This design comes from an exercise in tuning for small area and a short achievable clock period on the open sky130 flow, not from production work. Where RTL was checked, it was by simulation tests only, not by an equivalence proof against the original. Only the layout flow was run in runs 2 and 3; the RTL was not checked for function there. Power and IR drop assume default switching activity.

[flow/config.mk]
export PLATFORM = sky130hd
export DESIGN_NAME = cpu_core
export DESIGN_NICKNAME = cpu_core
export VERILOG_FILES = /design/flow/design.v
export SDC_FILE = /design/flow/constraint.sdc
export NUM_CORES = 4
export LEC_CHECK = 0
export ABC_AREA = 1
export CAP_MARGIN = 20
export CORE_MARGIN = 2
export CORE_UTILIZATION = 40
export SLEW_MARGIN = 20
[flow/constraint.sdc]
create_clock -name core_clock -period 45.0 [get_ports {clk}]
set_input_delay 9.0000 -clock core_clock [delete_from_list [all_inputs] [get_ports {clk}]]
set_output_delay 9.0000 -clock core_clock [all_outputs]
set_load 0.01 [all_outputs]
[flow/design.v]
module if_stage (
    input  wire        clk,
    input  wire        rst_n,
    input  wire [18:0] ibus_rdata,
    output reg         fetch_en,
    output wire [18:0] next_instr,
    output reg  [4:0]  opcode,
    output reg  [2:0]  rd
);
    assign next_instr = ibus_rdata & {19{fetch_en}};
    always @(posedge clk or negedge rst_n) begin
        if (!rst_n) begin
            fetch_en <= 1'b0;
            opcode   <= 5'd0;
            rd       <= 3'd0;
        end else begin
            fetch_en <= 1'b1;
            opcode   <= next_instr[18:14];
            rd       <= next_instr[13:11];
        end
    end
endmodule
module id_stage (
    input  [18:0] instruction,
    output [2:0]  rs1,
    output [2:0]  rs2
);
    assign rs1 = instruction[10:8];
    assign rs2 = instruction[7:5];
endmodule
module regfile (
    input         clk,
    input  [2:0]  rd_addr,
    input  [2:0]  rs1_addr,
    input  [2:0]  rs2_addr,
    input  [18:0] wb_data,
    input         reg_write,
    output [18:0] rs1_data,
    output [18:0] rs2_data
);
    reg [18:0] registers [1:7];
    always @(posedge clk) begin
        if (reg_write && rd_addr != 3'd0)
            registers[rd_addr] <= wb_data;
    end
    assign rs1_data = (rs1_addr == 3'd0) ? 19'd0 : registers[rs1_addr];
    assign rs2_data = (rs2_addr == 3'd0) ? 19'd0 : registers[rs2_addr];
endmodule
module alu #(parameter integer SP = 10) (
    input             clk,
    input             rst_n,
    input      [18:0] a_next,
    input      [18:0] b_next,
    input      [4:0]  op_next,
    input      [4:0]  opcode,
    output reg [18:0] operand_a,
    output reg [18:0] operand_b,
    output reg [18:0] result
);
    localparam integer NK = SP / 2;    
    wire        div_n = op_next[0];    
    wire [18:0] y_n   = div_n ? b_next : a_next;
    wire [20:0] y3_n  = {2'b0, y_n} + {1'b0, y_n, 1'b0};
    wire [18:0] z1_n  = y_n ^ {19{div_n}};
    wire [18:0] z3_n  = y3_n[18:0] ^ {19{div_n}};
    wire [9:0]  ok3_n;
    genvar k;
    generate
        for (k = 0; k < 10; k = k + 1) begin : ok3g
            assign ok3_n[k] = ~|(y3_n >> (19 - 2*k));
        end
    endgenerate
    wire [18:0] acc_n;
    wire [19:SP] q_n;
    md_steps #(.HI(18), .LO(SP)) pre (
        .acc_in(a_next & {19{div_n}}), .z1(z1_n), .z3(z3_n), .div(div_n),
        .b(b_next), .ok3(ok3_n[9:NK]), .acc_out(acc_n), .q(q_n)
    );
    reg  [18:SP]   acc_hi;
    reg  [18:SP]   q_hi;
    reg  [18:0]    z1, z3;
    reg  [NK-1:0]  ok3;
    reg            div_r;
    always @(posedge clk or negedge rst_n) begin
        if (!rst_n) begin
            operand_a <= 19'd0;
            operand_b <= 19'd0;
        end else begin
            operand_a <= a_next;
            operand_b <= b_next;
        end
    end
    always @(posedge clk) begin
        acc_hi <= acc_n[18:SP];
        q_hi   <= q_n[18:SP];
        z1     <= z1_n;
        z3     <= z3_n;
        ok3    <= ok3_n[NK-1:0];
        div_r  <= div_n;
    end
    wire [18:0] a = operand_a;
    wire [18:0] b = operand_b;
    wire [18:0] prod;
    wire [SP-1:0] q_lo;
    md_steps #(.HI(SP-2), .LO(0)) post (
        .acc_in({acc_hi, a[SP-1:0] & {SP{div_r}}}), .z1(z1), .z3(z3), .div(div_r),
        .b(b), .ok3(ok3), .acc_out(prod), .q(q_lo)
    );
    wire [18:0] quot = {q_hi, q_lo};
    wire [18:0] addb = opcode[3] ? {19{opcode[0]}} : (b ^ {19{opcode[0]}});
    wire [18:0] sum  = a + addb + {18'd0, opcode[0] ^ opcode[3]};
    always @(*) begin
        case (opcode)
            5'd0, 5'd1, 5'd8, 5'd9: result = sum;
            5'd2: result = prod;
            5'd3: result = quot;
            5'd4: result = a & b;
            5'd5: result = a | b;
            5'd6: result = a ^ b;
            5'd7: result = ~a;
            default: result = 19'd0;
        endcase
    end
endmodule
module md_steps #(parameter integer HI = 18, parameter integer LO = 0) (
    input  [18:0]      acc_in,
    input  [18:0]      z1,
    input  [18:0]      z3,
    input              div,
    input  [18:0]      b,
    input  [HI/2:LO/2] ok3,
    output [18:0]      acc_out,
    output [HI+1:LO]   q
);
    wire [18:0] acc [LO:HI+2];
    assign acc[HI+2] = acc_in;
    assign acc_out = acc[LO];
    wire [18:0] z2 = {z1[17:0], div};
    genvar s;
    generate
        for (s = HI; s >= LO; s = s - 2) begin : st
            localparam integer W = 19 - s;
            wire [W-1:0] r = acc[s+2][18:s];
            wire [W-1:0] nr;
            if (W == 1) begin : top
                wire x = r[0] ^ z1[0] ^ div;
                wire c1 = ~|b[18:1] & (r[0] | z1[0]);
                wire e1 = div ? c1 : b[18];
                assign q[s] = c1;
                assign q[s+1] = 1'b0;
                assign nr = e1 ? x : r;
            end else begin : full
                wire [W:0] x1 = {1'b0, r} + {1'b0, z1[W-1:0]} + {{W{1'b0}}, div};
                wire [W:0] x2 = {1'b0, r} + {1'b0, z2[W-1:0]} + {{W{1'b0}}, div};
                wire [W:0] x3 = {1'b0, r} + {1'b0, z3[W-1:0]} + {{W{1'b0}}, div};
                wire ok1 = (W >= 19) ? 1'b1 : ~|(b >> W);
                wire ok2 = ~|(b >> (W-1));
                wire c1 = ok1 & x1[W];
                wire c2 = ok2 & x2[W];
                wire c3 = ok3[s/2] & x3[W];
                assign q[s+1] = c2;
                assign q[s]   = c3 | (c1 & ~c2);
                wire e3 = div ? c3 : (b[s+1] & b[s]);
                wire e2 = div ? c2 : b[s+1];
                wire e1 = div ? c1 : b[s];
                assign nr = e3 ? x3[W-1:0] : e2 ? x2[W-1:0] : e1 ? x1[W-1:0] : r;
            end
            if (s == 0) begin : l
                assign acc[s] = nr;
            end else begin : m
                assign acc[s] = {nr, acc[s+2][s-1:0]};
            end
        end
    endgenerate
endmodule
module cpu_core (
    input  wire        clk,
    input  wire        rst_n,
    output wire        bus_valid,
    output wire        bus_write,
    output wire [18:0] bus_addr,
    output wire [18:0] bus_wdata,
    input  wire [18:0] bus_rdata
);
    wire        fetch_en;
    wire [4:0]  opcode;
    wire [2:0]  rd;
    wire [18:0] next_instr;         
    if_stage ifs (
        .clk(clk),
        .rst_n(rst_n),
        .ibus_rdata(bus_rdata),
        .fetch_en(fetch_en),
        .next_instr(next_instr),
        .opcode(opcode),
        .rd(rd)
    );
    wire [2:0] rs1_n, rs2_n;
    id_stage id (
        .instruction(next_instr),
        .rs1(rs1_n),
        .rs2(rs2_n)
    );
    wire [18:0] alu_result;
    wire        mem_access = (opcode == 5'd8) | (opcode == 5'd9);
    wire        reg_write  = ~mem_access & (rd != 3'd0);
    wire [18:0] rf_a, rf_b;
    regfile rf (
        .clk(clk),
        .rd_addr(rd),
        .rs1_addr(rs1_n),
        .rs2_addr(rs2_n),
        .wb_data(alu_result),
        .reg_write(reg_write),
        .rs1_data(rf_a),
        .rs2_data(rf_b)
    );
    wire [18:0] a_n = (reg_write && rd == rs1_n) ? alu_result : rf_a;
    wire [18:0] b_n = (reg_write && rd == rs2_n) ? alu_result : rf_b;
    wire [18:0] op_a, op_b;
    wire [18:0] quot;
    alu alu_u (
        .clk(clk),
        .rst_n(rst_n),
        .a_next(a_n),
        .b_next(b_n),
        .op_next(next_instr[18:14]),
        .opcode(opcode),
        .operand_a(op_a),
        .operand_b(op_b),
        .result(alu_result)
    );
    assign bus_valid = mem_access;
    assign bus_write = (opcode == 5'd9);
    assign bus_addr  = alu_result;
    assign bus_wdata = op_b;
endmodule
[flow/run.sh]
#!/bin/bash
# synth_recipe.tcl (not shown) runs the flow's synth.tcl, then flattens the netlist and writes it again
# the make line also repeats each setting of config.mk as NAME=value (left out here)
make -C /OpenROAD-flow-scripts/flow DESIGN_CONFIG=/design/flow/config.mk WORK_HOME=/design/flow/orfs CLKGATE_MAP_FILE= SYNTH_SCRIPT=/design/flow/synth_recipe.tcl finish
==> results of run 1 <==
layer usage:
layer  wire, µm  vias to the layer above
met5          0                        -
met4       3594                        0
met3       7817                      161
met2      47300                     1108
met1      48950                    13730
li1           -                    14680
worst max-delay path by stage:
| stage | from | endpoint | slack (ns) | cells after the start |
|---|---|---|---|---|
| global route | alu_u.z1[8] | alu_u.acc_hi[14] | 15.22 | 147 |
| CTS | alu_u.z1[8] | alu_u.acc_hi[10] | 17.78 | 146 |
| floorplan | bus_rdata[8] | alu_u.acc_hi[18] | 25.33 | 90 |
| finish | alu_u.z1[8] | alu_u.acc_hi[10] | 17.36 | 145 |
| detailed placement | alu_u.z1[8] | alu_u.acc_hi[10] | 17.89 | 146 |
| global placement | alu_u.z1[8] | alu_u.acc_hi[10] | 17.91 | 145 |
cell usage after synthesis, drive strengths merged (54+ instances only):
cell and number:
nor2 232, xor2 146, o21ai 315, or2 54, ha 354, inv 481, edfxtp 133, a21oi 370
xnor2 70, nand2 1209, clkbuf 58, dfxtp 61, nand3 354
state kept, by name (all words and copies together) (netlist names):
register and flops:
ifs.fetch_en 1, alu_u.ok3 5, alu_u.q_hi 9, ifs.opcode 5, alu_u.operand_b 19, alu_u.acc_hi 9
ifs.rd 3, alu_u.operand_a 19, alu_u.div_r 1, rf.registers 133, alu_u.z1 18, alu_u.z3 19
cells by family (layout without fill, tap and decap cells):
logic type / Yosys count / count (layout) / synth area share (%)
AOI/OAI and AO/OA: 919 / 919 / 18.18
xor gates and xnor gates: 216 / 216 / 6.384
adders and majority gates: 382 / 382 / 16.84
buffers and inverters: 592 / 652 / 7.976
DFF: 241 / 241 / 21.57
muxes: 2 / 2 / 0.06756
other: 1 / 2 / 0.01265
and+or+nand+nor: 1955 / 1955 / 28.98
layout make-up:
cell class / instances / area [µm²]
clock inverters: 16 / 175.2
diodes: 1 / 2.502
fillers: 7511 / 41010
well taps: 959 / 1200
repair buffers: 108 / 943.4
inverters: 492 / 1854
flip-flops and latches: 241 / 6392
clock buffers: 36 / 730.7
multi-input cells: 3475 / 20900
worst max-delay path, delay by kind of cell (launching register included):
kind                     cells  cell delay, ns
adder cells (fa/ha/maj)     10            3.45
multiplexers                 1            0.46
flip-flops                   1            1.03
AO/OA/AOI/OAI               48            9.64
AND/OR/NAND/NOR             68            9.57
buffers and inverters       17            2.92
XOR/XNOR                     1            0.23
per-stage QoR:
step	setup WS, ns	instances
floorplan	25.33	4308
global placement	17.91	5275
detailed placement	17.89	5275
CTS	17.78	5327
global route	15.22	5327
finish	17.36	5328
where the power goes:
part | internal [W] | leakage, nW | switching, W
Clock | 0.000132 | 0.446 | 0.0000952
Combinational | 0.000867 | 12.9 | 0.00147
Sequential | 0.000281 | 2.33 | 0.0000686
Total | 0.00128 | 15.6 | 0.00164
==> summary.md, run 1 <==
| Metric | Value |
|---|---|
| GRT met3 Usage | `2.383%` |
| Synth top area cells | `ha_1 (15%), nand2_1 (14%), edfxtp_1 (13%), a21oi_1 (6.2%), inv_1 (5.8%)` |
| Post-synth ARST share | `19.50%` |
| Maximum root-to-sink buffer count | `3` |
| Avg Inst Size Synth | `6.879 µm²` |
| Total wire length | `107,700 µm` |
| CTS buffer count | `28` |
| R2r setup slk | `17.36 ns` |
| Sequential share of the synthesized area | `21.57%` |
| Critical path's slowest cell | `dfxtp_1` |
| R2R Path End | `alu_u.acc_hi[10]` |
| Commonest non-fill, non-tap cells in the layout | `nand2_1 (1,133), inv_1 (460), a21oi_1 (365)` |
| EDFF count, synth | `133` |
| Hold crit path type | `flop to flop` |
| CP Capture Type | `flop` |
| Yosys warns | `5` |
| Num Clock Sinks | `241` |
| Fin util | `43.98%` |
| Placed instance area | `31,290 µm²` |
| Hold Crit Start | `rf.registers[1][18]` |
| Crit path arrival time | `28.00 ns` |
| GP Congestion | `0.9607` |
| Pwr/cell area | `90.55 nW/µm²` |
| Area Overhead vs Synth | `8.634%` |
| Die area | `76,280 µm²` |
| DRT antenna net count | `0` |
| First-pass GRT wire length | `163,200 µm` |
| Final instance area | `32,190 µm²` |
| Crit-path max cell delay | `1.03 ns` |
| CTS Hold Bufs | `0` |
| Largest area contributor in the netlist | `ha_1` |
| Cells after synthesis | `4,308` |
| Core area | `73,210 µm²` |
| CTS root buffer | `clkbuf_16` |
| Rows | `99` |
| Share of layout cells above drive strength 1 | `7.234%` |
| Global Route Usage Sum | `27.36%` |
| Outcome | `timing/DRC/antenna clean` |
| Hold path cells | `2` |
| RSZ-0062 raised after global routing | `false` |
| Slew margin rel. | `27.95%` |
| Starting DRT DRC Count | `2,635` |
| DR DRC count | `0` |
| Worst setup SP type | `flop` |
| Critical path type | `flop to flop` |
| Clk Latency, worst-skew pair | `0.60 ns` |
| Global routing met1 resource utilization | `38.91%` |
| Chip height | `276.2 µm` |
| Syn nets | `4,711` |
| Min Hold Slack | `0.7002 ns` |
| WL/cell | `20.21 µm` |
| I/O Buffers | `55` |
| Clock Skew | `0.05362 ns` |
| Max Clock Freq | `0.03618 GHz` |
| CP required | `45.36 ns` |
| Worst hold path endpoint | `alu_u.operand_a[18]` |
| GRT busiest layer | `met2` |
| HPWL after detailed placement | `84,380 µm` |
| Via count | `29,690` |
| Postcts setup bufs | `0` |
| Reg2Reg Launch Point | `alu_u.z1[8]` |
| Final min period | `27.64 ns` |
| Setup violations, final | `0` |
| Max-Cap Viols | `0` |
| Vias in the first global route | `27,270` |
| Worst-Margin Slew | `1.079 ns` |
| Grt met2 use | `43.80%` |
| Die W | `276.2 µm` |
| Synth Register Bits | `241` |
| Slew Viols, Final | `0` |
| Most common cell after layout, fill and taps aside | `nand2_1` |
| Peak supply drop | `41.18 µV` |
| Yosys top cell area share | `14.95%` |
| Htree depth | `1` |
| I/O Pins | `61` |
| Initial Util | `40.48%` |
| Most common cell on crit path | `nand2_1` |
| Nets | `4,749` |
| Total Neg Setup Slack | `0 ns` |
| Netlist cell types | `72` |
| Initial antenna violation count | `3` |
| Static Leak | `15.65 nW` |
| Mapped Area | `29,630 µm²` |
| Hold Vio Cnt, Final | `0` |
| TritonCTS clock tree | `yes` |
| Drt first pass iters | `6` |
| R2R cell count | `145` |
| Critical path peak fanout | `21` |
| Resized cells post-CTS | `0` |
| Pwr Total | `0.002915 W` |
| Tcrit/Tclk final | `61.41%` |
| Worst-path clk slew | `0.06 ns` |
| Via density | `5.572` |
| Pin count of the biggest net entering global routing | `71` |
| GRT overflow | `0` |
| Ys flop type | `edfxtp_1` |
==> run 2: changes to the inputs <==
--- a/flow/design.v
+++ b/flow/design.v
@@ -61,8 +61,9 @@
     wire        div_n = op_next[0];    
     wire [18:0] y_n   = div_n ? b_next : a_next;
     wire [20:0] y3_n  = {2'b0, y_n} + {1'b0, y_n, 1'b0};
-    wire [18:0] z1_n  = y_n ^ {19{div_n}};
-    wire [18:0] z3_n  = y3_n[18:0] ^ {19{div_n}};
+    wire [18:0] z1_n  = div_n ? (~b_next + 19'd1) : a_next;
+    wire [18:0] z3_n  = div_n ? (~y3_n[18:0] + 19'd1) : y3_n[18:0];
+    wire        bz_n  = ~|b_next;
     wire [9:0]  ok3_n;
     genvar k;
     generate
@@ -81,6 +82,7 @@
     reg  [18:0]    z1, z3;
     reg  [NK-1:0]  ok3;
     reg            div_r;
+    reg            bz;
     always @(posedge clk or negedge rst_n) begin
         if (!rst_n) begin
             operand_a <= 19'd0;
@@ -97,6 +99,7 @@
         z3     <= z3_n;
         ok3    <= ok3_n[NK-1:0];
         div_r  <= div_n;
+        bz     <= bz_n;
     end
     wire [18:0] a = operand_a;
     wire [18:0] b = operand_b;
@@ -106,7 +109,7 @@
         .acc_in({acc_hi, a[SP-1:0] & {SP{div_r}}}), .z1(z1), .z3(z3), .div(div_r),
         .b(b), .ok3(ok3), .acc_out(prod), .q(q_lo)
     );
-    wire [18:0] quot = {q_hi, q_lo};
+    wire [18:0] quot = {q_hi, q_lo} | {19{bz}};
     wire [18:0] addb = opcode[3] ? {19{opcode[0]}} : (b ^ {19{opcode[0]}});
     wire [18:0] sum  = a + addb + {18'd0, opcode[0] ^ opcode[3]};
     always @(*) begin
@@ -135,7 +138,7 @@
     wire [18:0] acc [LO:HI+2];
     assign acc[HI+2] = acc_in;
     assign acc_out = acc[LO];
-    wire [18:0] z2 = {z1[17:0], div};
+    wire [18:0] z2 = {z1[17:0], 1'b0};
     genvar s;
     generate
         for (s = HI; s >= LO; s = s - 2) begin : st
@@ -143,16 +146,32 @@
             wire [W-1:0] r = acc[s+2][18:s];
             wire [W-1:0] nr;
             if (W == 1) begin : top
-                wire x = r[0] ^ z1[0] ^ div;
-                wire c1 = ~|b[18:1] & (r[0] | z1[0]);
+                wire x = r[0] ^ z1[0];
+                wire c1 = ~|b[18:1] & (r[0] & z1[0]);
                 wire e1 = div ? c1 : b[18];
                 assign q[s] = c1;
                 assign q[s+1] = 1'b0;
                 assign nr = e1 ? x : r;
+            end else if (s == 0) begin : last
+                wire [W:0] x1, x2, x3;
+                addc #(W) u1 (.x(r), .y(z1[W-1:0]), .ci(1'b0), .s(x1[W-1:0]), .co(x1[W]));
+                addc #(W) u2 (.x(r), .y(z2[W-1:0]), .ci(1'b0), .s(x2[W-1:0]), .co(x2[W]));
+                addc #(W) u3 (.x(r), .y(z3[W-1:0]), .ci(1'b0), .s(x3[W-1:0]), .co(x3[W]));
+                wire ok2 = ~|(b >> (W-1));
+                wire c1 = x1[W];
+                wire c2 = ok2 & x2[W];
+                wire c3 = ok3[s/2] & x3[W];
+                assign q[s+1] = c2;
+                assign q[s]   = c3 | (c1 & ~c2);
+                wire [W-1:0] mz = b[s+1] ? (b[s] ? z3[W-1:0] : z2[W-1:0]) :
+                                           (b[s] ? z1[W-1:0] : {W{1'b0}});
+                wire pco;
+                addc #(W) um (.x(r), .y(mz), .ci(1'b0), .s(nr), .co(pco));
             end else begin : full
-                wire [W:0] x1 = {1'b0, r} + {1'b0, z1[W-1:0]} + {{W{1'b0}}, div};
-                wire [W:0] x2 = {1'b0, r} + {1'b0, z2[W-1:0]} + {{W{1'b0}}, div};
-                wire [W:0] x3 = {1'b0, r} + {1'b0, z3[W-1:0]} + {{W{1'b0}}, div};
+                wire [W:0] x1, x2, x3;
+                addc #(W) u1 (.x(r), .y(z1[W-1:0]), .ci(1'b0), .s(x1[W-1:0]), .co(x1[W]));
+                addc #(W) u2 (.x(r), .y(z2[W-1:0]), .ci(1'b0), .s(x2[W-1:0]), .co(x2[W]));
+                addc #(W) u3 (.x(r), .y(z3[W-1:0]), .ci(1'b0), .s(x3[W-1:0]), .co(x3[W]));
                 wire ok1 = (W >= 19) ? 1'b1 : ~|(b >> W);
                 wire ok2 = ~|(b >> (W-1));
                 wire c1 = ok1 & x1[W];
@@ -173,6 +192,34 @@
         end
     endgenerate
 endmodule
+module addc #(parameter integer W = 8) (
+    input  [W-1:0] x, input [W-1:0] y, input ci,
+    output [W-1:0] s, output co
+);
+    localparam integer L = (W <= 1) ? 1 : $clog2(W);
+    wire [W-1:0] g [0:L];
+    wire [W-1:0] p [0:L];
+    assign g[0] = {x[W-1:1] & y[W-1:1], (x[0] & y[0]) | ((x[0] | y[0]) & ci)};
+    assign p[0] = {x[W-1:1] | y[W-1:1], 1'b0};
+    genvar l, i;
+    generate
+        for (l = 0; l < L; l = l + 1) begin : lv
+            for (i = 0; i < W; i = i + 1) begin : bt
+                if ((i >> l) & 1) begin : c
+                    localparam integer J = ((i >> l) << l) - 1;
+                    assign g[l+1][i] = g[l][i] | (p[l][i] & g[l][J]);
+                    assign p[l+1][i] = p[l][i] & p[l][J];
+                end else begin : n
+                    assign g[l+1][i] = g[l][i];
+                    assign p[l+1][i] = p[l][i];
+                end
+            end
+        end
+    endgenerate
+    wire [W-1:0] c = {g[L][W-2:0], ci};
+    assign s  = x ^ (y ^ c);
+    assign co = g[L][W-1];
+endmodule
 module cpu_core (
     input  wire        clk,
     input  wire        rst_n,
==> flow/flow/run.sh (new file) <==
#!/bin/bash
# The standard layout with two changes:
#  1. after the standard synthesis, the combinational logic is mapped again
#     by ABC with the full/half adder cells dissolved (flow/resyn.tcl); every
#     register and tie cell is kept as the standard synthesis made it;
#  2. timing repair is asked to leave more setup slack than the clock period
#     needs (SETUP_SLACK_MARGIN, in ns, from flow/margin.txt).
set -euo pipefail
R=orfs/results/sky130hd/cpu_core/base
bash standard.sh synth > synth.log 2>&1
cp "$R/1_2_yosys.v" std_1_2_yosys.v
RESYN_IN=std_1_2_yosys.v RESYN_OUT="$R/1_2_yosys.v" RESYN_TMP=resyn_flat.v \
RESYN_SCRIPT=flow/abc.script RESYN_CONSTR=flow/abc.constr RESYN_STAT=resyn_stat.txt \
    yosys -c flow/resyn.tcl > resyn.log 2>&1
rm -f "$R/1_synth.odb" "$R/1_synth.sdc"
export SETUP_SLACK_MARGIN="$(cat flow/margin.txt)"
bash standard.sh > standard.log 2>&1
==> flow/flow/abc.constr (new file) <==
set_driving_cell sky130_fd_sc_hd__buf_1
set_load 5
==> flow/flow/abc.script (new file) <==
strash
dch
map -B 0.9
topo
stime -c
buffer -c
upsize -c
dnsize -c
==> flow/flow/margin.txt (new file) <==
24
==> flow/flow/resyn.tcl (new file) <==
# Re-map the combinational logic of the standard synthesis netlist with ABC,
# keeping every register (and tie cell) exactly as the standard synthesis
# left it: same instances, names and cell types.
yosys -import
set lib $::env(FLOW_HOME)/platforms/sky130hd/lib/sky130_fd_sc_hd__tt_025C_1v80.lib
set in  $::env(RESYN_IN)
set out $::env(RESYN_OUT)
set script $::env(RESYN_SCRIPT)
read_liberty -ignore_miss_func $lib
read_verilog $in
hierarchy -top $::env(FLOW_TOP)
setattr -mod -set blackbox 1 sky130_fd_sc_hd__df* sky130_fd_sc_hd__edf* sky130_fd_sc_hd__conb*
flatten
opt_clean -purge
write_verilog -noattr $::env(RESYN_TMP)
design -reset
read_liberty -lib $lib
read_verilog $::env(RESYN_TMP)
hierarchy -top $::env(FLOW_TOP)
techmap
opt -fast -purge
set du {}
foreach c {probe_p_8 probec_p_8 lpflow_bleeder_1 lpflow_clkbufkapwr_1 lpflow_clkbufkapwr_16 lpflow_clkbufkapwr_2 lpflow_clkbufkapwr_4 lpflow_clkbufkapwr_8 lpflow_clkinvkapwr_1 lpflow_clkinvkapwr_16 lpflow_clkinvkapwr_2 lpflow_clkinvkapwr_4 lpflow_clkinvkapwr_8 lpflow_decapkapwr_12 lpflow_decapkapwr_3 lpflow_decapkapwr_4 lpflow_decapkapwr_6 lpflow_decapkapwr_8 lpflow_inputiso0n_1 lpflow_inputiso0p_1 lpflow_inputiso1n_1 lpflow_inputiso1p_1 lpflow_inputisolatch_1 lpflow_isobufsrc_1 lpflow_isobufsrc_16 lpflow_isobufsrc_2 lpflow_isobufsrc_4 lpflow_isobufsrc_8 lpflow_isobufsrckapwr_16 lpflow_lsbuf_lh_hl_isowell_tap_1 lpflow_lsbuf_lh_hl_isowell_tap_2 lpflow_lsbuf_lh_hl_isowell_tap_4 lpflow_lsbuf_lh_isowell_4 lpflow_lsbuf_lh_isowell_tap_1 lpflow_lsbuf_lh_isowell_tap_2 lpflow_lsbuf_lh_isowell_tap_4} {
    lappend du -dont_use sky130_fd_sc_hd__$c
}
abc -liberty $lib -script $script -constr $::env(RESYN_CONSTR) -D 45000 {*}$du
# internal nets get plain generated names; ports keep theirs
yosys rename -hide w:*.*
opt_clean -purge
splitnets
opt_clean -purge
insbuf -buf sky130_fd_sc_hd__buf_4 A X
opt_clean -purge
check -assert
tee -o $::env(RESYN_STAT) stat -liberty $lib
write_verilog -noattr -nohex -nodec $out
==> flow/standard.sh (new file) <==
#!/bin/bash
# synth_recipe.tcl (not shown) runs the flow's synth.tcl, then flattens the netlist and writes it again
# the make line also repeats each setting of config.mk as NAME=value (left out here)
make -C /OpenROAD-flow-scripts/flow DESIGN_CONFIG=/design/flow/config.mk WORK_HOME=/design/flow/orfs CLKGATE_MAP_FILE= SYNTH_SCRIPT=/design/flow/synth_recipe.tcl "${@:-finish}"
--- a/flow/config.mk
+++ b/flow/config.mk
@@ -10,3 +10,4 @@
 export CORE_MARGIN = 2
 export CORE_UTILIZATION = 40
 export SLEW_MARGIN = 20
+export TNS_END_PERCENT = 5
removed: flow/run.sh
==> summary.md, run 2 <==
| Metric | Value |
|---|---|
| Outcome | `timing/DRC/antenna clean (unchanged)` |
| Final min period | `20.39 ns (was 27.64 ns)` |
| Most common cell after layout, fill and taps aside | `nand2_1 (unchanged)` |
| Reg2Reg Launch Point | `alu_u.operand_b[17] (was alu_u.z1[8])` |
| I/O Pins | `61 (unchanged)` |
| Seq pwr share | `16.9% (was 12.0%)` |
| Num Clock Sinks | `242 (was 241)` |
| Pwr/cell area | `66.19 nW/µm² (was 90.55 nW/µm²)` |
| Filler instances | `7,514 (was 7,511)` |
| R2r setup slk | `27.96 ns (was 17.36 ns)` |
| Worst setup SP type | `flop (unchanged)` |
| Hold crit path type | `flop to flop (unchanged)` |
| I/O Buffers | `55 (unchanged)` |
| Max reg flops | `133 (unchanged)` |
| Crit-path max cell delay | `0.64 ns (was 1.03 ns)` |
| Syn nets | `4,655 (was 4,711)` |
| WL/cell | `19.25 µm (was 20.21 µm)` |
| Hold Crit Start | `ifs.fetch_en (was rf.registers[1][18])` |
| Placed Cells incl. Taps | `5,540 (was 5,275)` |
| Share of layout cells above drive strength 1 | `13.29% (was 7.234%)` |
| Htree depth | `1 (unchanged)` |
| Nets | `4,654 (was 4,749)` |
| CTS root buffer | `clkbuf_16 (unchanged)` |
| Crit path arrival time | `11.39 ns (was 28.00 ns)` |
| RSZ-0062 raised after global routing | `false (unchanged)` |
| Max Clock Freq | `0.04905 GHz (was 0.03618 GHz)` |
| Critical path type | `flop to primary output (was flop to flop)` |
| Total Neg Setup Slack | `0 ns (unchanged)` |
| Yosys warns | `14 (was 5)` |
| Clock power share | `10.1% (was 7.8%)` |
| Static Leak | `15.04 nW (was 15.65 nW)` |
| Min Hold Slack | `0.7147 ns (was 0.7002 ns)` |
| Via density | `5.512 (was 5.572)` |
| First-pass GRT wire length | `161,600 µm (was 163,200 µm)` |
| CP Capture Type | `primary output (was flop)` |
| Fin util | `43.33% (was 43.98%)` |
| Net Sw Frac | `57.77% (was 56.11%)` |
| TritonCTS clock tree | `yes (unchanged)` |
| DR DRC count | `0 (unchanged)` |
| R2R Path End | `alu_u.acc_hi[11] (was alu_u.acc_hi[10])` |
| Rows | `97 (was 99)` |
| Biggest register | `rf.registers (unchanged)` |
| Core area | `70,270 µm² (was 73,210 µm²)` |
| Tcrit/Tclk final | `45.31% (was 61.41%)` |
| Critical path peak fanout | `16 (was 21)` |
| Slew Viols, Final | `0 (unchanged)` |
| Via count | `30,810 (was 29,690)` |
| Hold Vio Cnt, Final | `0 (unchanged)` |
| Chip height | `270.8 µm (was 276.2 µm)` |
| Slew margin rel. | `24.39% (was 27.95%)` |
| Drt first pass iters | `6 (unchanged)` |
| Max-Cap Viols | `0 (unchanged)` |
| R2R cell count | `119 (was 145)` |
| Die area | `73,320 µm² (was 76,280 µm²)` |
| Comb pwr share | `73.0% (was 80.2%)` |
| P_int | `0.0008512 W (was 0.001280 W)` |
| Hold path cells | `2 (unchanged)` |
| Avg Inst Size Synth | `6.143 µm² (was 6.879 µm²)` |
| Maximum root-to-sink buffer count | `3 (unchanged)` |
| Initial antenna violation count | `4 (was 3)` |
| HPWL after detailed placement | `82,960 µm (was 84,380 µm)` |
| CP required | `36.00 ns (was 45.36 ns)` |
| CTS buffer count | `24 (was 28)` |
| Worst-path clk slew | `0.07 ns (was 0.06 ns)` |
| Critical path's slowest cell | `clkdlybuf4s50_1 (was dfxtp_1)` |
| Pwr Total | `0.002016 W (was 0.002915 W)` |
| CTS Hold Bufs | `0 (unchanged)` |
| Total wire length | `107,600 µm (was 107,700 µm)` |
| Peak supply drop | `36.33 µV (was 41.18 µV)` |
| Most common cell on crit path | `nand2_2 (was nand2_1)` |
| Pin count of the biggest net entering global routing | `48 (was 71)` |
| Worst hold path endpoint | `ifs.opcode[2] (was alu_u.operand_a[18])` |
| Area Overhead vs Synth | `6.971% (was 8.634%)` |
| Psw | `0.001165 W (was 0.001636 W)` |
| Non-filler instance count after layout | `5,590 (was 5,328)` |
| Clock Skew | `0.05070 ns (was 0.05362 ns)` |
| Clk Latency, worst-skew pair | `0.58 ns (was 0.60 ns)` |
| GP Congestion | `0.9682 (was 0.9607)` |
| DRT antenna net count | `0 (unchanged)` |
| Vias in the first global route | `27,400 (was 27,270)` |
| Setup violations, final | `0 (unchanged)` |
| Global Route Usage Sum | `28.08% (was 27.36%)` |
| Commonest non-fill, non-tap cells in the layout | `nand2_1 (1,497), inv_1 (435), nand3_1 (429) (was nand2_1 (1,133), inv_1 (460), a21oi_1 (365))` |
| Cells after synthesis | `4,634 (was 4,308)` |
| Initial Util | `40.51% (was 40.48%)` |
| Worst-Margin Slew | `1.106 ns (was 1.079 ns)` |
| Die W | `270.8 µm (was 276.2 µm)` |
| Starting DRT DRC Count | `3,003 (was 2,635)` |
| GRT overflow | `0 (unchanged)` |
| Mapped Area | `28,470 µm² (was 29,630 µm²)` |
[run 2: what timing repair did]
item / 4_1_cts / 5_1_grt
endpoints found under the setup margin: 1 / 15
buffers inserted: 0 / 7
pin swaps: 0 / 1
resized for setup: 2 / 15
[run 2: worst max-delay path by stage]
stage | start | end | cells after the start
floorplan | alu_u.operand_b[18] | bus_addr[18] | 73
global placement | alu_u.div_r | bus_addr[18] | 72
detailed placement | alu_u.div_r | bus_addr[18] | 74
CTS | alu_u.z1[2] | bus_addr[18] | 72
global route | alu_u.operand_b[18] | bus_addr[17] | 73
finish | alu_u.operand_b[17] | bus_addr[14] | 72
[run 2: final cells by class]
type                            count  area (µm²)  share of cell area (%)
Antenna cell                        1       2.502                0.008218
Inverter                          560        2136                   7.014
Sequential cell                   242        6425                   21.10
Clock inverter                     11       113.9                  0.3739
Multi-Input combinational cell   3690       18920                   62.13
Clock buffer                       31       669.4                   2.198
Tap cell                          940        1176                   3.862
Timing Repair Buffer              115        1008                   3.312
[run 2: routing by layer]
metal | track usage [%] | part of all wire [%]
met1 | 37.13 | 43
met5 | 0 | 0.026
met3 | 2.947 | 7.7
met2 | 45.98 | 45
met4 | 12.97 | 5.1
[run 2: power groups by stage]
stage               sequential (W)  clock [W]  combinational, W
floorplan                 0.000299          0           0.00112
global placement          0.000344          0           0.00143
detailed placement        0.000344          0           0.00143
CTS                       0.000340   0.000205           0.00144
global route              0.000344   0.000212           0.00163
finish                    0.000341   0.000203           0.00147
[run 2: metrics by stage]
step | setup slack [ns] | area, µm²
2_1_floorplan | 28.89 | 28470
3_3_place_gp | 24.42 | 29550
3_5_place_dp | 24.41 | 29550
4_1_cts | 24.15 | 30340
5_1_grt | 24.01 | 30450
6_report | 24.61 | 30450
[run 2: worst max-delay path, delay by kind of cell, from the launching register on]
kind,cells,cell delay (ns)
flops,1,0.49
simple gates,63,8.40
compound gates,5,0.84
buf+inv,4,1.00
==> run 3: changes to the inputs <==
==> flow/flow/margin.txt (replaced) <==
26
==> summary.md, run 3 <==
| Metric | Value |
|---|---|
| Starting DRT DRC Count | `3,129 (was 3,003)` |
| Total Neg Setup Slack | `0 ns (unchanged)` |
| Initial Util | `40.51% (unchanged)` |
| Most common cell after layout, fill and taps aside | `nand2_1 (unchanged)` |
| RSZ-0062 raised after global routing | `true (was false)` |
| CP delay by family, top | `simple AND/OR/NAND/NOR gates (unchanged)` |
| Die W | `270.8 µm (unchanged)` |
| Biggest register | `rf.registers (unchanged)` |
| Register area | `6467 µm² (was 6425 µm²)` |
| GP Congestion | `0.9682 (unchanged)` |
| Critical Path Start | `alu_u.z3[1] (was alu_u.operand_b[17])` |
| Yosys warns | `14 (unchanged)` |
| Syn nets | `4,655 (unchanged)` |
| Global Route Usage Sum | `28.21% (was 28.08%)` |
| DRT antenna net count | `0 (unchanged)` |
| Setup violations, final | `0 (unchanged)` |
| Num Clock Sinks | `242 (unchanged)` |
| Final min period | `18.83 ns (was 20.39 ns)` |
| WL/cell | `19.49 µm (was 19.25 µm)` |
| Top sig layer | `met5 (unchanged)` |
| Critical path's slowest cell | `clkdlybuf4s50_1 (unchanged)` |
| Crit-path max cell delay | `0.66 ns (was 0.64 ns)` |
| CTS root buffer | `clkbuf_16 (unchanged)` |
| Cells after synthesis | `4,634 (unchanged)` |
| Via density | `5.551 (was 5.512)` |
| Worst-Margin Slew | `1.270 ns (was 1.106 ns)` |
| Htree depth | `1 (unchanged)` |
| I/O Pins | `61 (unchanged)` |
| Max Clock Freq | `0.05310 GHz (was 0.04905 GHz)` |
| Area of the multi-input gates | `19,540 µm² (was 18,920 µm²)` |
| Pwr/cell area | `65.99 nW/µm² (was 66.19 nW/µm²)` |
| Vias in the first global route | `27,570 (was 27,400)` |
| Clk Latency, worst-skew pair | `0.58 ns (about the same)` |
| Clock Skew | `0.04070 ns (was 0.05070 ns)` |
| Chip height | `270.8 µm (unchanged)` |
| TritonCTS clock tree | `yes (unchanged)` |
| Avg Inst Size Synth | `6.143 µm² (unchanged)` |
| Worst Path Buf+Inv | `7 (was 4)` |
| Commonest non-fill, non-tap cells in the layout | `nand2_1 (1,472), inv_1 (432), nand3_1 (410) (was nand2_1 (1,497), inv_1 (435), nand3_1 (429))` |
| HPWL after detailed placement | `82,960 µm (unchanged)` |
| Area Overhead vs Synth | `11.41% (was 6.971%)` |
| Tcrit/Tclk final | `41.85% (was 45.31%)` |
| Worst-path clk slew | `0.07 ns (about the same)` |
| DR DRC count | `0 (unchanged)` |
| Placed Cells incl. Taps | `5,540 (unchanged)` |
| Most common cell on crit path | `nand2_2 (unchanged)` |
| Critical path peak fanout | `10 (was 16)` |
| Filler instances | `7,445 (was 7,514)` |
| Met1 Routed Length | `46,420 µm (was 45,820 µm)` |
| Rows | `97 (unchanged)` |
| Slew margin rel. | `14.46% (was 24.39%)` |
| Critical path type | `flop to primary output (unchanged)` |
| Hold Crit Start | `ifs.fetch_en (unchanged)` |
| Initial antenna violation count | `5 (was 4)` |
| Non-filler instance count after layout | `5,660 (was 5,590)` |
| First-pass GRT wire length | `162,300 µm (was 161,600 µm)` |
| CTS buffer count | `24 (unchanged)` |
| GRT overflow | `0 (unchanged)` |
| Hold Vio Cnt, Final | `0 (unchanged)` |
| I/O Buffers | `55 (unchanged)` |
| Met3 routed WL | `9212 µm (was 8310 µm)` |
| Total wire length | `110,300 µm (was 107,600 µm)` |
| DR WL met2 | `49,090 µm (was 48,020 µm)` |
| Fin util | `45.13% (was 43.33%)` |
| Crit path arrival time | `9.83 ns (was 11.39 ns)` |
| Die area | `73,320 µm² (unchanged)` |
| Max-Cap Viols | `0 (unchanged)` |
| Max reg flops | `133 (unchanged)` |
| Placement Setup Slack | `24.41 ns (unchanged)` |
| Nets | `4,723 (was 4,654)` |
| Drt first pass iters | `6 (unchanged)` |
| Worst setup SP type | `flop (unchanged)` |
| Reg2Reg Launch Point | `alu_u.z3[1] (was alu_u.operand_b[17])` |
| CP required | `36.00 ns (about the same)` |
| Maximum root-to-sink buffer count | `3 (unchanged)` |
| Via count | `31,420 (was 30,810)` |
| Slew Viols, Final | `0 (unchanged)` |
| Share of layout cells above drive strength 1 | `16.41% (was 13.29%)` |
| Mapped Area | `28,470 µm² (unchanged)` |
| Hold crit path type | `flop to flop (unchanged)` |
| Peak supply drop | `35.93 µV (was 36.33 µV)` |
| Static Leak | `15.56 nW (was 15.04 nW)` |
| CTS Hold Bufs | `0 (unchanged)` |
| Pin count of the biggest net entering global routing | `48 (unchanged)` |
| Worst Slack Setup Final | `26.17 ns (was 24.61 ns)` |
| CP Capture Type | `primary output (unchanged)` |
| Core area | `70,270 µm² (unchanged)` |
| Outcome | `timing/DRC/antenna clean (unchanged)` |
[run 3: worst min-delay path, stage by stage (launching register included)]
cell and delay, ns:
dfrtp_1 0.54, nand2_1 0.12, inv_1 0.03
[run 3: routing by layer]
| layer | vias up | global-route usage (%) |
|---|---|---|
| li1 | 15240 | - |
| met1 | 14440 | 37.04 |
| met2 | 1435 | 46.31 |
| met3 | 300 | 3.231 |
| met4 | 4 | 13.03 |
| met5 | - | 0 |
[run 3: path summary, 6_finish.rpt]
check                           cells past startpoint  slack [ns]            endpoint
worst min-delay path                                2        0.72       ifs.opcode[2]
worst max register to register                    118       29.32    alu_u.acc_hi[16]
min in group asynchronous                           2        8.51       ifs.opcode[1]
worst max-delay path                               65       26.17        bus_addr[10]
max in group asynchronous                           2       35.98  alu_u.operand_a[9]
worst min register to register                      2        0.72       ifs.opcode[2]
[run 3: through the flow]
step                      hold WS [ns]  instance area, µm²  power (W)
final                           0.7161               31710   0.002093
after global routing            0.7983               31710   0.002264
after CTS                       0.7174               30750   0.002003
after detailed placement        0.7115               29550   0.001778
after global placement          0.7227               29550   0.001769
after floorplan                 0.6178               28470   0.001422
[run 3: what timing repair did]
item                                    in CTS  in global routing
endpoints found under the setup margin      19                 26
gates cloned                                 0                  6
gates resized for setup                     57                128
setup buffers                               22                 48
pin swaps                                   13                 31
[run 3: cell type report]
class / instances / area share, %
Antenna cell: 2 / 0.01578
Sequential cell: 242 / 20.39
Timing Repair Buffer: 178 / 4.939
Multi-Input combinational cell: 3696 / 61.60
Inverter: 560 / 6.877
Clock inverter: 11 / 0.3590
Tap cell: 940 / 3.709
Clock buffer: 31 / 2.111
[run 3: power by group]
group          internal (W)  switching, W  total [W]  leakage, nW
Sequential         0.000277     0.0000649   0.000342         2.35
Combinational      0.000500       0.00105    0.00155         12.8
Clock              0.000112     0.0000910   0.000203        0.375
==> run 4: changes to the inputs <==
--- a/flow/design.v
+++ b/flow/design.v
@@ -196,7 +196,7 @@
     input  [W-1:0] x, input [W-1:0] y, input ci,
     output [W-1:0] s, output co
 );
-    localparam integer L = (W <= 1) ? 1 : $clog2(W);
+    localparam integer L = (W <= 2) ? 1 : (W <= 4) ? 2 : (W <= 8) ? 3 : (W <= 16) ? 4 : 5;
     wire [W-1:0] g [0:L];
     wire [W-1:0] p [0:L];
     assign g[0] = {x[W-1:1] & y[W-1:1], (x[0] & y[0]) | ((x[0] | y[0]) & ci)};
==> flow/flow/margin.txt (replaced) <==
24
==> summary.md, run 4 <==
| Metric | Value |
|---|---|
| Peak supply drop | `36.33 µV (was 35.93 µV)` |
| Tcrit/Tclk final | `45.31% (was 41.85%)` |
| Outcome | `timing/DRC/antenna clean (unchanged)` |
| CTS root buffer | `clkbuf_16 (unchanged)` |
| Maximum root-to-sink buffer count | `3 (unchanged)` |
| Hold crit path type | `flop to flop (unchanged)` |
| Crit path arrival time | `11.39 ns (was 9.83 ns)` |
| Core area | `70,270 µm² (unchanged)` |
| DRT antenna net count | `0 (unchanged)` |
| Biggest register | `rf.registers (unchanged)` |
| Final min period | `20.39 ns (was 18.83 ns)` |
| Max Clock Freq | `0.04905 GHz (was 0.05310 GHz)` |
| Clock Skew | `0.05070 ns (was 0.04070 ns)` |
| CTS buffer count | `24 (unchanged)` |
| Hold Vio Cnt, Final | `0 (unchanged)` |
| Final instance area | `30,450 µm² (was 31,710 µm²)` |
| Commonest non-fill, non-tap cells in the layout | `nand2_1 (1,497), inv_1 (435), nand3_1 (429) (was nand2_1 (1,472), inv_1 (432), nand3_1 (410))` |
| Yosys warns | `14 (unchanged)` |
| Syn nets | `4,655 (unchanged)` |
| HPWL after detailed placement | `82,960 µm (unchanged)` |
| Starting DRT DRC Count | `3,003 (was 3,129)` |
| Met1 Routed Length | `45,820 µm (was 46,420 µm)` |
| Mapped Area | `28,470 µm² (unchanged)` |
| Non-filler instance count after layout | `5,590 (was 5,660)` |
| Share of layout cells above drive strength 1 | `13.29% (was 16.41%)` |
| Total Neg Setup Slack | `0 ns (unchanged)` |
| Critical path type | `flop to primary output (unchanged)` |
| Fin util | `43.33% (was 45.13%)` |
| Static Leak | `15.04 nW (was 15.56 nW)` |
| Top sig layer | `met5 (unchanged)` |
| Cells after synthesis | `4,634 (unchanged)` |
| Rows | `97 (unchanged)` |
| GP Congestion | `0.9682 (unchanged)` |
| Initial antenna violation count | `4 (was 5)` |
| Slew margin rel. | `24.39% (was 14.46%)` |
| Clk Latency, worst-skew pair | `0.58 ns (about the same)` |
| First-pass GRT wire length | `161,600 µm (was 162,300 µm)` |
| Via density | `5.512 (was 5.551)` |
| Pwr/cell area | `66.19 nW/µm² (was 65.99 nW/µm²)` |
| Crit-path max cell delay | `0.64 ns (was 0.66 ns)` |
| Nets | `4,654 (was 4,723)` |
| Num Clock Sinks | `242 (unchanged)` |
| Worst-Margin Slew | `1.106 ns (was 1.270 ns)` |
| CTS Hold Bufs | `0 (unchanged)` |
| Filler instances | `7,514 (was 7,445)` |
| Max reg flops | `133 (unchanged)` |
| Critical path's slowest cell | `clkdlybuf4s50_1 (unchanged)` |
| Max-Cap Viols | `0 (unchanged)` |
| Critical path peak fanout | `16 (was 10)` |
| Drt first pass iters | `6 (unchanged)` |
| Total wire length | `107,600 µm (was 110,300 µm)` |
| Worst-path clk slew | `0.07 ns (about the same)` |
| Chip height | `270.8 µm (unchanged)` |
| Slew Viols, Final | `0 (unchanged)` |
| Worst Path Buf+Inv | `4 (was 7)` |
| Placed instance area | `29,550 µm² (unchanged)` |
| Pin count of the biggest net entering global routing | `48 (unchanged)` |
| Die W | `270.8 µm (unchanged)` |
| TritonCTS clock tree | `yes (unchanged)` |
| Global Route Usage Sum | `28.08% (was 28.21%)` |
| Vias in the first global route | `27,400 (was 27,570)` |
| Placed Cells incl. Taps | `5,540 (unchanged)` |
| Met3 routed WL | `8310 µm (was 9212 µm)` |
| Setup violations, final | `0 (unchanged)` |
| RSZ-0062 raised after global routing | `false (was true)` |
| Via count | `30,810 (was 31,420)` |
| CP required | `36.00 ns (about the same)` |
| Worst setup SP type | `flop (unchanged)` |
| Die area | `73,320 µm² (unchanged)` |
| Avg Inst Size Synth | `6.143 µm² (unchanged)` |
| Min Hold Slack | `0.7147 ns (was 0.7161 ns)` |
| CP delay by family, top | `simple AND/OR/NAND/NOR gates (unchanged)` |
| Initial Util | `40.51% (unchanged)` |
| DR DRC count | `0 (unchanged)` |
| I/O Pins | `61 (unchanged)` |
| GRT overflow | `0 (unchanged)` |
| Area Overhead vs Synth | `6.971% (was 11.41%)` |
| Htree depth | `1 (unchanged)` |
| CP Capture Type | `primary output (unchanged)` |
| Most common cell after layout, fill and taps aside | `nand2_1 (unchanged)` |
| I/O Buffers | `55 (unchanged)` |
| Most common cell on crit path | `nand2_2 (unchanged)` |
| WL/cell | `19.25 µm (was 19.49 µm)` |
| DR WL met2 | `48,020 µm (was 49,090 µm)` |
## run 4: through the flow
stage / power [W] / setup slack (ns)
3_5_place_dp: 0.001778 / 24.41
3_3_place_gp: 0.001769 / 24.42
2_1_floorplan: 0.001422 / 28.89
4_1_cts: 0.001985 / 24.15
6_report: 0.002016 / 24.61
5_1_grt: 0.002186 / 24.01
## run 4: cell type report
type / count / area [µm²] / share of cell area, %
Timing Repair Buffer: 115 / 1008 / 3.312
Clock inverter: 11 / 113.9 / 0.3739
Tap cell: 940 / 1176 / 3.862
Clock buffer: 31 / 669.4 / 2.198
Sequential cell: 242 / 6425 / 21.10
Multi-Input combinational cell: 3690 / 18920 / 62.13
Antenna cell: 1 / 2.502 / 0.008218
Inverter: 560 / 2136 / 7.014
## run 4: timing repair
action	in CTS	in global routing
pin swaps	0	1
setup endpoints to repair	1	15
setup buffers	0	7
gates resized for setup	2	15
## run 4: path summary, 6_finish.rpt
path / from / endpoint / slack [ns] / depth (start not counted)
max reg2reg: alu_u.operand_b[17] / alu_u.acc_hi[11] / 27.96 / 119
max: alu_u.operand_b[17] / bus_addr[14] / 24.61 / 72
min: ifs.fetch_en / ifs.opcode[2] / 0.71 / 2
min in group asynchronous: rst_n / ifs.opcode[1] / 8.50 / 2
min reg2reg: ifs.fetch_en / ifs.opcode[2] / 0.71 / 2
max in group asynchronous: rst_n / alu_u.operand_b[6] / 36.03 / 2
## run 4: where the power goes
group,internal (W),leakage [nW],total (W),switching (W)
registers,0.000275,2.35,0.000341,0.0000662
logic,0.000464,12.3,0.00147,0.00101
clock network,0.000112,0.375,0.000203,0.0000912
## run 4: per-layer routing
layer,vias to the layer above,global-route usage [%]
met2,1294,45.98
met5,-,0
met3,278,2.947
met4,4,12.97
li1,15080,-
met1,14150,37.13
## run 4: tightest hold or removal path, cell delays in order (launching register included)
cell and delay (ns):
dfrtp_1 0.54, nand2_1 0.12, inv_1 0.03
==> run 5: changes to the inputs <==
==> flow/flow/run.sh (replaced) <==
#!/bin/bash
# The standard layout with three changes:
#  1. after the standard synthesis, the combinational logic is mapped again
#     by ABC with the full/half adder cells dissolved (flow/resyn.tcl); every
#     register and tie cell is kept as the standard synthesis made it;
#  2. timing repair is asked to leave more setup slack than the clock period
#     needs (SETUP_SLACK_MARGIN, in ns, from flow/margin.txt);
#  3. every input and output port is still given a buffer, but a plain
#     buf_4 rather than the delay cell buffer_ports picks by default.
set -euo pipefail
R=orfs/results/sky130hd/cpu_core/base
bash standard.sh synth > synth.log 2>&1
cp "$R/1_2_yosys.v" std_1_2_yosys.v
RESYN_IN=std_1_2_yosys.v RESYN_OUT="$R/1_2_yosys.v" RESYN_TMP=resyn_flat.v \
RESYN_SCRIPT=flow/abc.script RESYN_CONSTR=flow/abc.constr RESYN_STAT=resyn_stat.txt \
    yosys -c flow/resyn.tcl > resyn.log 2>&1
rm -f "$R/1_synth.odb" "$R/1_synth.sdc"
export SETUP_SLACK_MARGIN="$(cat flow/margin.txt)"
export BUFFER_PORTS_ARGS="-buffer_cell sky130_fd_sc_hd__buf_4"
bash standard.sh > standard.log 2>&1
==> flow/flow/margin.txt (replaced) <==
26
--- a/flow/config.mk
+++ b/flow/config.mk
@@ -9,5 +9,7 @@
 export CAP_MARGIN = 20
 export CORE_MARGIN = 2
 export CORE_UTILIZATION = 40
+export CTS_BUF_LIST = sky130_fd_sc_hd__clkbuf_4 sky130_fd_sc_hd__clkbuf_8
+export CTS_CLUSTER_SIZE = 24
 export SLEW_MARGIN = 20
 export TNS_END_PERCENT = 5
==> summary.md, run 5 <==
| Metric | Value |
|---|---|
| Syn nets | `4,655 (unchanged)` |
| Clk Latency, worst-skew pair | `0.60 ns (was 0.58 ns)` |
| DRT antenna net count | `0 (unchanged)` |
| HPWL after detailed placement | `82,960 µm (about the same)` |
| Starting DRT DRC Count | `3,290 (was 3,003)` |
| Outcome | `timing/DRC/antenna clean (unchanged)` |
| GRT overflow | `0 (unchanged)` |
| Pin count of the biggest net entering global routing | `48 (unchanged)` |
| Clock Skew | `0.03924 ns (was 0.05070 ns)` |
| Hold path cells | `2 (unchanged)` |
| Yosys warns | `14 (unchanged)` |
| Via count | `31,300 (was 30,810)` |
| Mapped Area | `28,470 µm² (unchanged)` |
| Drt first pass iters | `6 (unchanged)` |
| GP Congestion | `0.9656 (was 0.9682)` |
| Avg Inst Size Synth | `6.143 µm² (unchanged)` |
| Die W | `270.8 µm (unchanged)` |
| Biggest register | `rf.registers (unchanged)` |
| Maximum root-to-sink buffer count | `3 (unchanged)` |
| Crit-path max cell delay | `0.46 ns (was 0.64 ns)` |
| I/O Pins | `61 (unchanged)` |
| Cells after synthesis | `4,634 (unchanged)` |
| Num Clock Sinks | `242 (unchanged)` |
| Chip height | `270.8 µm (unchanged)` |
| Max-Cap Viols | `0 (unchanged)` |
| Most common cell on crit path | `nand2_2 (unchanged)` |
| Critical path type | `flop to primary output (unchanged)` |
| DR DRC count | `0 (unchanged)` |
| First-pass GRT wire length | `163,000 µm (was 161,600 µm)` |
| Crit path arrival time | `9.61 ns (was 11.39 ns)` |
| Nets | `4,734 (was 4,654)` |
| Peak supply drop | `41.50 µV (was 36.33 µV)` |
| CP Capture Type | `primary output (unchanged)` |
| Share of layout cells above drive strength 1 | `18.37% (was 13.29%)` |
| RSZ-0062 raised after global routing | `true (was false)` |
| Core area | `70,270 µm² (unchanged)` |
| Non-filler instance count after layout | `5,689 (was 5,590)` |
| R2R cell count | `124 (was 119)` |
| Rows | `97 (unchanged)` |
| Pwr Total | `0.002105 W (was 0.002016 W)` |
| Slew margin rel. | `23.74% (was 24.39%)` |
| Max reg flops | `133 (unchanged)` |
| Total Neg Setup Slack | `0 ns (unchanged)` |
| Pwr/cell area | `66.40 nW/µm² (was 66.19 nW/µm²)` |
| Static Leak | `15.65 nW (was 15.04 nW)` |
| Slew Viols, Final | `0 (unchanged)` |
| Hold Vio Cnt, Final | `0 (unchanged)` |
| Global Route Usage Sum | `28.49% (was 28.08%)` |
| Total wire length | `110,300 µm (was 107,600 µm)` |
| Commonest non-fill, non-tap cells in the layout | `nand2_1 (1,459), inv_1 (432), nand3_1 (406) (was nand2_1 (1,497), inv_1 (435), nand3_1 (429))` |
| Worst Slack Setup Final | `26.39 ns (was 24.61 ns)` |
| Htree depth | `2 (was 1)` |
| WL/cell | `19.39 µm (was 19.25 µm)` |
| Initial Util | `40.51% (unchanged)` |
| Die area | `73,320 µm² (unchanged)` |
| Worst-path clk slew | `0.06 ns (was 0.07 ns)` |
| Hold crit path type | `flop to flop (unchanged)` |
| CTS buffer count | `41 (was 24)` |
| Final min period | `18.61 ns (was 20.39 ns)` |
| Area Overhead vs Synth | `11.38% (was 6.971%)` |
| Placed Cells incl. Taps | `5,531 (was 5,540)` |
| Tcrit/Tclk final | `41.36% (was 45.31%)` |
| Worst-Margin Slew | `1.115 ns (was 1.106 ns)` |
| CP required | `36.00 ns (about the same)` |
| Via density | `5.503 (was 5.512)` |
| Initial antenna violation count | `3 (was 4)` |
| Worst setup SP type | `flop (unchanged)` |
| Max Clock Freq | `0.05373 GHz (was 0.04905 GHz)` |
| I/O Buffers | `55 (unchanged)` |
| Critical path's slowest cell | `dfrtp_2 (was clkdlybuf4s50_1)` |
| Vias in the first global route | `27,240 (was 27,400)` |
| CTS root buffer | `clkbuf_8 (was clkbuf_16)` |
| TritonCTS clock tree | `yes (unchanged)` |
| Most common cell after layout, fill and taps aside | `nand2_1 (unchanged)` |
| Critical path peak fanout | `12 (was 16)` |
| Placement Setup Slack | `25.06 ns (was 24.41 ns)` |
| Setup violations, final | `0 (unchanged)` |
[run 5: worst paths after layout]
check	start	end	slack, ns
setup / recovery	alu_u.operand_b[17]	bus_addr[17]	26.39
hold / removal	ifs.fetch_en	ifs.opcode[3]	0.72
setup reg to reg	alu_u.operand_b[17]	alu_u.acc_hi[12]	29.28
hold reg to reg	ifs.fetch_en	ifs.opcode[3]	0.72
max in group asynchronous	rst_n	alu_u.operand_a[8]	36.08
min in group asynchronous	rst_n	ifs.rd[2]	8.40
[run 5: power by group]
part | total (W) | leakage, nW | internal (W) | switching (W)
registers | 0.000344 | 2.35 | 0.000276 | 0.0000679
logic | 0.00155 | 12.9 | 0.000500 | 0.00105
clock network | 0.000209 | 0.447 | 0.000112 | 0.0000972
total | 0.00211 | 15.7 | 0.000888 | 0.00122
[run 5: per-stage QoR]
step	utilization (%)	hold slack, ns	area (µm²)
after global routing	45.12	0.7887	31700
after detailed placement	41.77	0.7210	29350
after CTS	43.47	0.7293	30550
after floorplan	-	0.6178	28470
final	45.12	0.7179	31710
after global placement	41.77	0.7040	29350
[run 5: what timing repair did]
item                                   in CTS  in global routing
resized for setup                          47                155
gates cloned                                1                  6
pin swaps                                   7                 38
endpoints found under the hold margin       0                  0
buffers inserted                           14                 58
setup endpoints to repair                  18                 26
hold buffers                                0                  0
[run 5: critical path: cells and delay by family (launching register included)]
family                 cells  cell delay, ns
and+or+nand+nor           60            6.30
DFF                        1            0.46
AOI/OAI and AO/OA          9            1.54
buffers and inverters      5            0.66
[run 5: final cells by class]
type / count / area [µm²]
diodes: 3 / 7.507
clock buffers: 53 / 673.1
clock inverters: 23 / 192.7
fillers: 7398 / 38560
inverters: 560 / 2173
multi-input cells: 3696 / 19640
flip-flops and latches: 242 / 6460
well taps: 940 / 1176
repair buffers: 172 / 1386
[run 5: routing by layer]
metal	vias up	track usage [%]	part of all wire, %
met5	-	0	0
met4	0	11.75	4.8
met3	256	2.947	8.0
met2	1446	47.26	45
met1	14320	37.74	42
li1	15280	-	-
==> run 6: changes to the inputs <==
--- a/flow/config.mk
+++ b/flow/config.mk
@@ -6,10 +6,10 @@
 export NUM_CORES = 4
 export LEC_CHECK = 0
 export ABC_AREA = 1
-export CAP_MARGIN = 20
+export CAP_MARGIN = 5
 export CORE_MARGIN = 2
 export CORE_UTILIZATION = 40
 export CTS_BUF_LIST = sky130_fd_sc_hd__clkbuf_4 sky130_fd_sc_hd__clkbuf_8
 export CTS_CLUSTER_SIZE = 24
-export SLEW_MARGIN = 20
+export SLEW_MARGIN = 5
 export TNS_END_PERCENT = 5
==> summary.md, run 6 <==
| Metric | Value |
|---|---|
| Worst Slack Setup Final | `26.29 ns (was 26.39 ns)` |
| Die W | `270.8 µm (unchanged)` |
| Total wire length | `110,500 µm (was 110,300 µm)` |
| DR DRC count | `0 (unchanged)` |
| CP required | `36.00 ns (about the same)` |
| Die area | `73,320 µm² (unchanged)` |
| Worst-Margin Slew | `1.370 ns (was 1.115 ns)` |
| Setup violations, final | `0 (unchanged)` |
| Most common cell on crit path | `nand2_2 (unchanged)` |
| Tcrit/Tclk final | `41.58% (was 41.36%)` |
| Worst setup SP type | `flop (unchanged)` |
| I/O Buffers | `55 (unchanged)` |
| Critical path peak fanout | `8 (was 12)` |
| Core area | `70,270 µm² (unchanged)` |
| Final min period | `18.71 ns (was 18.61 ns)` |
| Hold crit path type | `flop to flop (unchanged)` |
| Nets | `4,738 (was 4,734)` |
| RSZ-0062 raised after global routing | `true (unchanged)` |
| Rows | `97 (unchanged)` |
| Num Clock Sinks | `242 (unchanged)` |
| Syn nets | `4,655 (unchanged)` |
| Avg Inst Size Synth | `6.143 µm² (unchanged)` |
| Critical path's slowest cell | `dfrtp_2 (unchanged)` |
| Mapped Area | `28,470 µm² (unchanged)` |
| Chip height | `270.8 µm (unchanged)` |
| Global Route Usage Sum | `28.49% (unchanged)` |
| GRT overflow | `0 (unchanged)` |
| Most common cell after layout, fill and taps aside | `nand2_1 (unchanged)` |
| CP delay by family, top | `simple AND/OR/NAND/NOR gates (unchanged)` |
| Drt first pass iters | `8 (was 6)` |
| Clk Latency, worst-skew pair | `0.60 ns (about the same)` |
| Peak supply drop | `41.55 µV (was 41.50 µV)` |
| CTS buffer count | `41 (unchanged)` |
| Via density | `5.486 (was 5.503)` |
| Crit path arrival time | `9.71 ns (was 9.61 ns)` |
| Worst Path Buf+Inv | `11 (was 5)` |
| Pwr/cell area | `66.39 nW/µm² (was 66.40 nW/µm²)` |
| Initial antenna violation count | `3 (unchanged)` |
| Area Overhead vs Synth | `11.27% (was 11.38%)` |
| Max Clock Freq | `0.05345 GHz (was 0.05373 GHz)` |
| Pin count of the biggest net entering global routing | `48 (unchanged)` |
| I/O Pins | `61 (unchanged)` |
| Static Leak | `15.66 nW (was 15.65 nW)` |
| CTS Hold Bufs | `0 (unchanged)` |
| First-pass GRT wire length | `163,000 µm (unchanged)` |
| Min Hold Slack | `0.7185 ns (was 0.7179 ns)` |
| Cells after synthesis | `4,634 (unchanged)` |
| Placement Setup Slack | `25.06 ns (unchanged)` |
| TritonCTS clock tree | `yes (unchanged)` |
| GP Congestion | `0.9656 (unchanged)` |
| Crit-path max cell delay | `0.46 ns (about the same)` |
| Biggest register | `rf.registers (unchanged)` |
| Vias in the first global route | `27,240 (unchanged)` |
| Outcome | `timing/DRC/antenna clean (unchanged)` |
| Slew margin rel. | `7.731% (was 23.74%)` |
| HPWL after detailed placement | `82,960 µm (unchanged)` |
| WL/cell | `19.41 µm (was 19.39 µm)` |
| Clock Skew | `0.04241 ns (was 0.03924 ns)` |
| Slew Viols, Final | `0 (unchanged)` |
| Yosys warns | `14 (unchanged)` |
| DRT antenna net count | `0 (unchanged)` |
| CP Capture Type | `primary output (unchanged)` |
| Via count | `31,230 (was 31,300)` |
| Starting DRT DRC Count | `3,226 (was 3,290)` |
| Initial Util | `40.51% (unchanged)` |
| Total Neg Setup Slack | `0 ns (unchanged)` |
| Critical path type | `flop to primary output (unchanged)` |
| Commonest non-fill, non-tap cells in the layout | `nand2_1 (1,462), inv_1 (432), nand3_1 (406) (was nand2_1 (1,459), inv_1 (432), nand3_1 (406))` |
| Htree depth | `2 (unchanged)` |
| Maximum root-to-sink buffer count | `3 (unchanged)` |
| Worst-path clk slew | `0.06 ns (about the same)` |
| Max reg flops | `133 (unchanged)` |
| Max-Cap Viols | `0 (unchanged)` |
| Share of layout cells above drive strength 1 | `18.32% (was 18.37%)` |
| Hold Vio Cnt, Final | `0 (unchanged)` |
| CTS root buffer | `clkbuf_8 (unchanged)` |
-- run 6: stage by stage --
step | total power (W) | instances | util, % | instance area, µm²
2_1_floorplan | 0.001422 | 4634 | - | 28470
3_3_place_gp | 0.001763 | 5531 | 41.77 | 29350
3_5_place_dp | 0.001771 | 5531 | 41.77 | 29350
4_1_cts | 0.002001 | 5622 | 43.47 | 30550
5_1_grt | 0.002276 | 5691 | 45.07 | 31670
6_report | 0.002103 | 5692 | 45.08 | 31680
-- run 6: what timing repair did --
item                                   4_1_cts  5_1_grt
buffers inserted                            14       62
endpoints found under the hold margin        0        0
pin swaps                                    7       42
gates cloned                                 1        6
setup endpoints to repair                   18       26
gates resized for setup                     47      142
-- run 6: routing by layer --
metal,share of wire [%],routed length (µm),GRT usage (%),vias up
li1,-,-,-,15270
met1,42,46560,37.74,14310
met2,45,49950,47.26,1415
met3,8.2,9038,2.947,237
met4,4.5,4938,11.75,0
met5,0,0,0,-
-- run 6: layout make-up --
cell class / instances / area [µm²]
diodes: 2 / 5.005
inverters: 560 / 2173
well taps: 940 / 1176
clock buffers: 53 / 673.1
repair buffers: 176 / 1395
multi-input cells: 3696 / 19600
clock inverters: 23 / 192.7
flip-flops and latches: 242 / 6456
fillers: 7403 / 38600
-- run 6: final timing paths --
check | cells after the start | slack, ns | end | from
max | 77 | 26.29 | bus_addr[17] | alu_u.operand_b[17]
max reg2reg | 128 | 29.24 | alu_u.acc_hi[11] | alu_u.operand_b[17]
min reg2reg | 2 | 0.72 | ifs.opcode[3] | ifs.fetch_en
min in group asynchronous | 1 | 8.40 | ifs.rd[2] | rst_n
min | 2 | 0.72 | ifs.opcode[3] | ifs.fetch_en
max in group asynchronous | 1 | 36.08 | alu_u.operand_a[8] | rst_n
-- run 6: worst register-to-register path: cells and delay by family (launching register included) --
kind | cells | cell delay [ns]
AO/OA/AOI/OAI | 11 | 2.20
XOR/XNOR | 1 | 0.12
buffers and inverters | 14 | 1.39
flip-flops | 1 | 0.46
AND/OR/NAND/NOR | 102 | 11.50
-- run 6: report_power, final --
part / total [W] / leakage [nW] / switching [W] / internal [W]
Clock: 0.000209 / 0.447 / 0.0000974 / 0.000112
Combinational: 0.00155 / 12.9 / 0.00105 / 0.000499
Sequential: 0.000344 / 2.35 / 0.0000681 / 0.000276

port drivers added, routing unchanged:
The results above use ideal ports. As a check the final layouts listed here were re-extracted and re-timed, cells and wires unchanged. Step 1: set_driving_cell puts a clkbuf_16 on clk and a buf_2 on each other input, an assumption about the parent block. Step 2 times the ports against the registers' clock, not the clock port: input delays grow and output delays shrink by t, the midpoint of the rising clock arrivals with the driver on. Slacks: ideal / step 1 / step 2; pairs: ideal / step 1.
run | t (ns) | setup WS [ns] | worst setup path at the end | slew at the worst register clock pin (ns)
run 1 | 0.623 | 17.363 / 17.363 / 17.363 | register to register | 0.06 / 0.06
run 2 | 0.615 | 24.611 / 24.553 / 25.168 | register to output | 0.07 / 0.07
run 3 | 0.615 | 26.167 / 26.108 / 26.020 | input to register | 0.07 / 0.07
run 4 | 0.615 | 24.611 / 24.553 / 25.168 | register to output | 0.07 / 0.07
run 5 | 0.627 | 26.390 / 26.341 / 26.300 | input to register | 0.07 / 0.07
run 6 | 0.623 | 26.291 / 26.243 / 26.255 | input to register | 0.07 / 0.07
After both steps every run listed still meets setup and hold. For run 3, which loses most, drivers alone change the setup slack by -0.059 ns; drivers and shift together by -0.147 ns.
